Background: an optimization exercise with open tools, aiming at small area, a short achievable clock period and few clock cycles. Do not read the settings as production practice. At most, simulation tests tie the RTL to the original design; equivalence was not proved.

Setup of the previous run:
Design matrix_vector_mul_fp, start of the top module:
module matrix_vector_mul_fp #(
    parameter int M = 2,
    parameter int N = 4
)(
    input  logic              clk,
    input  logic              rst,
    input  logic              start,
    input  logic [M*N*32-1:0] matrix,
    input  logic [N*32-1:0]   vector,
    output logic [M*32-1:0]   result,
    output logic              done
);
    genvar i, j;
    logic [12:0] bo [N], bt [N], bn [N];
    logic        bz [N];
    generate
        for (j = 0; j < N; j++) begin: ENC
            fp_booth_enc u_enc (
                .b({vector[j*32+23 +: 8] != 8'd0, vector[j*32 +: 23]}),
                .bo(bo[j]), .bt(bt[j]), .bn(bn[j]), .bz(bz[j])
            );
        end
    endgenerate
    generate
        for (i = 0; i < M; i++) begin: ROW
            logic        ps [N];
            logic [7:0]  pe [N];      
            logic [24:0] pp [N];      
            for (j = 0; j < N; j++) begin: COL
                fp_mult u_mul (
                    .a(matrix[(i*N+j)*32 +: 32]),
                    .eb(vector[j*32+23 +: 8]), .sb(vector[j*32+31]),
                    .bo(bo[j]), .bt(bt[j]), .bn(bn[j]), .bz(bz[j]),
                    .sign(ps[j]), .ebase(pe[j]), .p(pp[j])
                );
            end
  ...
==> module fp_skl, before the edit <==
module fp_skl #(
    parameter int W = 8
)(
    input  logic [W-1:0] g,
    input  logic [W-1:0] p,
    output logic [W-1:0] G,
    output logic [W-1:0] P
);
    localparam int L = $clog2(W);
    wire gl [(L+1)*W];
    wire pl [(L+1)*W];
    genvar l, i;
    generate
        for (i = 0; i < W; i++) begin: IN
            assign gl[i] = g[i];
            assign pl[i] = p[i];
        end
        for (l = 0; l < L; l++) begin: LV
            for (i = 0; i < W; i++) begin: B
                if (((i >> l) & 1) == 1) begin: C
                    assign gl[(l+1)*W+i] = gl[l*W+i] | (pl[l*W+i] & gl[l*W+((i >> l) << l)-1]);
                    assign pl[(l+1)*W+i] = pl[l*W+i] & pl[l*W+((i >> l) << l)-1];
                end else begin: T
                    assign gl[(l+1)*W+i] = gl[l*W+i];
                    assign pl[(l+1)*W+i] = pl[l*W+i];
                end
            end
        end
        for (i = 0; i < W; i++) begin: OUT
            assign G[i] = gl[L*W+i];
            assign P[i] = pl[L*W+i];
        end
    endgenerate
endmodule
Settings: LEC_CHECK=0, CAP_MARGIN=20, CORE_MARGIN=2, CORE_UTILIZATION=40, SLEW_MARGIN=20, SYNTH_HIERARCHICAL=1; clock period 30.0 ns.
standard.sh (not shown) runs the stock make flow with config.mk's settings and CLKGATE_MAP_FILE= SYNTH_SCRIPT=/design/flow/synth_recipe.tcl, a recipe that flattens the netlist after the stock synthesis.
==> flow/flow/run.sh <==
#!/bin/bash
# The standard layout with two changes to synthesis and to timing repair:
# synthesis runs flow/synth.tcl (the standard flow's script, with ABC mapping by
# flow/abc_map.script, which does no buffering or sizing), and timing repair
# aims for 15.25 ns of setup slack, with buf_4 cells as the port buffers.
# make's output goes to synth.log and layout.log, each step's tool output
# to the ORFS logs under orfs/logs.
set -e
export FLOW_ABC_SCRIPT=$PWD/flow/abc_map.script
bash standard.sh SYNTH_SCRIPT=$PWD/flow/synth.tcl synth > synth.log 2>&1
bash standard.sh SETUP_SLACK_MARGIN=15.25 BUFFER_PORTS_ARGS="-buffer_cell sky130_fd_sc_hd__buf_4" finish > layout.log 2>&1
==> flow/flow/abc_map.script <==
&get -n
&st
&dch
&nf
&st
&syn2
&if -g -K 6
&synch2
&nf
&st
&syn2
&if -g -K 6
&synch2
&nf
&st
&syn2
&if -g -K 6
&synch2
&nf
&st
&syn2
&if -g -K 6
&synch2
&nf
&st
&syn2
&if -g -K 6
&synch2
&nf
&put
topo
stime -c
==> flow/flow/synth.tcl <==
# The standard flow's synthesis script (synth_recipe.tcl) with one change: ABC maps with
# flow/abc_map.script, which leaves out the buffering and sizing steps of
# the standard ABC script (the resizer does those after placement).
proc synth {args} { yosys synth -nofsm -noshare {*}$args }
proc abc {args} {
  set i [lsearch -exact $args -script]
  if { $i >= 0 } {
    lset args [expr {$i + 1}] $::env(FLOW_ABC_SCRIPT)
  }
  yosys abc {*}$args
}
source $::env(SCRIPTS_DIR)/synth.tcl
# left out here: clear keep_hierarchy, flatten, clean up, hide names made inside functions, write 1_2_yosys.v
Setup changes, the previous run to the current run
--- a/flow/design.v
+++ b/flow/design.v
@@ -1057,11 +1057,11 @@
     input  logic [W-1:0] g,
     input  logic [W-1:0] p,
     output logic [W-1:0] G,
     output logic [W-1:0] P
 );
-    localparam int L = $clog2(W);
+    localparam int L = (W > 32) ? 6 : (W > 16) ? 5 : (W > 8) ? 4 : (W > 4) ? 3 : (W > 2) ? 2 : 1;
     wire gl [(L+1)*W];
     wire pl [(L+1)*W];
     genvar l, i;
     generate
         for (i = 0; i < W; i++) begin: IN
==> run notes <==
- Reported for the current run and the previous run, layout overhead on the synthesized area turned out identical to the last digit.
- Re synthesized cell count: no difference whatsoever between the current run and the previous run.
- ~same global router's overall resource usage in the current run and the previous run
- The number of clock buffers inserted by TritonCTS of the previous run and that of the current run are within noise of each other.
- Clock transition at the register clock pins on the worst setup and hold paths after CTS: the current run vs the previous run — no meaningful difference
- Any difference in count of inverters other than clock inverters in the layout between the previous run and the current run is small enough to ignore.
- Re first-pass GRT wire length: no difference whatsoever between the previous run and the current run.
- As far as share of the core filled with cells goes, the previous run and the current run are indistinguishable; the numbers are identical.
Testbench counts of the current run, summed over its fixed seeds: cycles 32,000.
No functional check of the RTL was part of the previous run.

========
before:
Another version of the RTL of matrix_vector_mul_fp (not shown whole).
Size in the first run: about 17000 cells after synthesis, ~0.16 sq mm of cells after synthesis.
==> flow/config.mk <==
export PLATFORM = sky130hd
export DESIGN_NAME = matrix_vector_mul_fp
export DESIGN_NICKNAME = matrix_vector_mul_fp
export VERILOG_FILES = /design/flow/design.v
export SDC_FILE = /design/flow/constraint.sdc
export NUM_CORES = 8
export LEC_CHECK = 0
export CAP_MARGIN = 20
export CORE_MARGIN = 2
export CORE_UTILIZATION = 50
export SLEW_MARGIN = 20
export SYNTH_HIERARCHICAL = 1
==> flow/constraint.sdc <==
create_clock -name core_clock -period 30.0 [get_ports {clk}]
set_input_delay 6.0000 -clock core_clock [delete_from_list [all_inputs] [get_ports {clk}]]
set_output_delay 6.0000 -clock core_clock [all_outputs]
set_load 0.01 [all_outputs]
==> flow/flow/run.sh <==
#!/bin/bash
# The standard layout with two changes to synthesis and to timing repair:
# synthesis runs flow/synth.tcl (the standard flow's script, with ABC mapping by
# flow/abc_map.script, which does no buffering or sizing), and timing repair
# aims for 15.25 ns of setup slack, with buf_2 cells as the port buffers.
# make's output goes to synth.log and layout.log, each step's tool output
# to the ORFS logs under orfs/logs.
set -e
export FLOW_ABC_SCRIPT=$PWD/flow/abc_map.script
bash standard.sh SYNTH_SCRIPT=$PWD/flow/synth.tcl synth > synth.log 2>&1
bash standard.sh SETUP_SLACK_MARGIN=15.25 BUFFER_PORTS_ARGS="-buffer_cell sky130_fd_sc_hd__buf_2" finish > layout.log 2>&1
Scripts as last shown in full above: flow/flow/abc_map.script, flow/flow/synth.tcl
Testbench counts of before, summed over its fixed seeds: cycles 32,000.
What after does differently from before at the input level:
diff --git a/flow/design.v b/flow/design.v
--- a/flow/design.v
+++ b/flow/design.v
@@ -904,4 +904,18 @@
     assign y = s[1] ? (s[0] ? v3 : v2) : (s[0] ? v1 : v0);
 endmodule
+module fp_add_exp_ser (
+    input  logic [7:0] ba, input logic ca, input logic [7:0] bb, input logic cb,
+    output logic gt, output logic eq, output logic [4:0] d, output logic dz, output logic [7:0] emax);
+    logic [7:0] ea, eb; logic [8:0] dab, dba;
+    assign ea = ba + {7'd0, ca};
+    assign eb = bb + {7'd0, cb};
+    assign dab = {1'b0, ea} - {1'b0, eb};
+    assign dba = {1'b0, eb} - {1'b0, ea};
+    assign gt = dba[8];
+    assign eq = (ea == eb);
+    assign d  = dba[8] ? dab[4:0] : dba[4:0];
+    assign dz = dba[8] ? (dab[7:0] >= 8'd24) : (dba[7:0] >= 8'd24);
+    assign emax = dba[8] ? ea : eb;
+endmodule
 module fp_norm (
     input  logic [7:0]  e,
@@ -995,4 +1009,15 @@
     end
 endmodule
+module fp_shift_fill (
+    input  logic [23:0] m,
+    input  logic        f,
+    input  logic [4:0]  d,
+    input  logic        dz,
+    output logic [23:0] y
+);
+    logic [47:0] x;
+    assign x = {{24{f}}, m} >> d;
+    assign y = dz ? {24{f}} : x[23:0];
+endmodule
 module fp_shift_fine (
     input  logic [23:0] m,
Results
Any difference in number of nets with antenna violations after routing between after and before is small enough to ignore.
after reached the final stage; the timing, design-rule and antenna checks on its layout passed.
[compare] base=before new=after: setup slack moved down; logic depth of the worst path, buffers included moved up.
before ended up with ROW[0].q_sh[0][0]$_DFF_P_ as its endpoint of the worst setup timing path; after ended up with ROW[0].q_sh[0][1]$_DFF_P_.
On full die area, before and after are basically level.
Clock-cell share of area essentially unchanged between after and before.
after vs. before: worst setup slack after placement went up 0.11 ns, violation count after the first detailed-routing iteration went up about 0.9%, delay contributed by the slowest stage of the critical path decreased 0.02 ns, global placer's final weighted congestion rose 2.3%.
Function not checked in after: the RTL went through the layout flow alone.

==> what the ideal ports hide <==
The flow's constraints put no driver on any port. The routed layouts listed below were extracted and timed again, unchanged, in two steps. Step 1, drivers: a clkbuf_16 drives clk and a buf_2 each remaining input, both assumed. Step 2 times the ports against the registers' clock, not the clock port: input delays grow and output delays shrink by t, the midpoint of the rising clock arrivals with the driver on. Three values: ideal ports, drivers, drivers and shift; two values: the first two.
run | t (ns) | slack for setup (ns) | worst hold slack (ns) | slew at the worst register clock pin (ns) | worst slew at a driven data input, ns
the previous run | 0.680 | 15.418 / 15.415 / 14.735 | 5.200 / 5.149 / 5.829 | 0.08 / 0.08 | 0.21
the current run | 0.680 | 15.418 / 15.415 / 14.735 | 5.200 / 5.149 / 5.829 | 0.08 / 0.08 | 0.21
before | 0.698 | 15.439 / 15.417 / 14.719 | 5.173 / 5.115 / 5.813 | 0.09 / 0.09 | 0.25
after | 0.696 | 15.421 / 15.411 / 14.715 | 5.172 / 5.108 / 5.804 | 0.09 / 0.09 | 0.24
After both steps setup and hold are still met in every run listed. For before, which loses most, drivers alone change the setup slack by -0.022 ns; drivers and shift together by -0.720 ns.
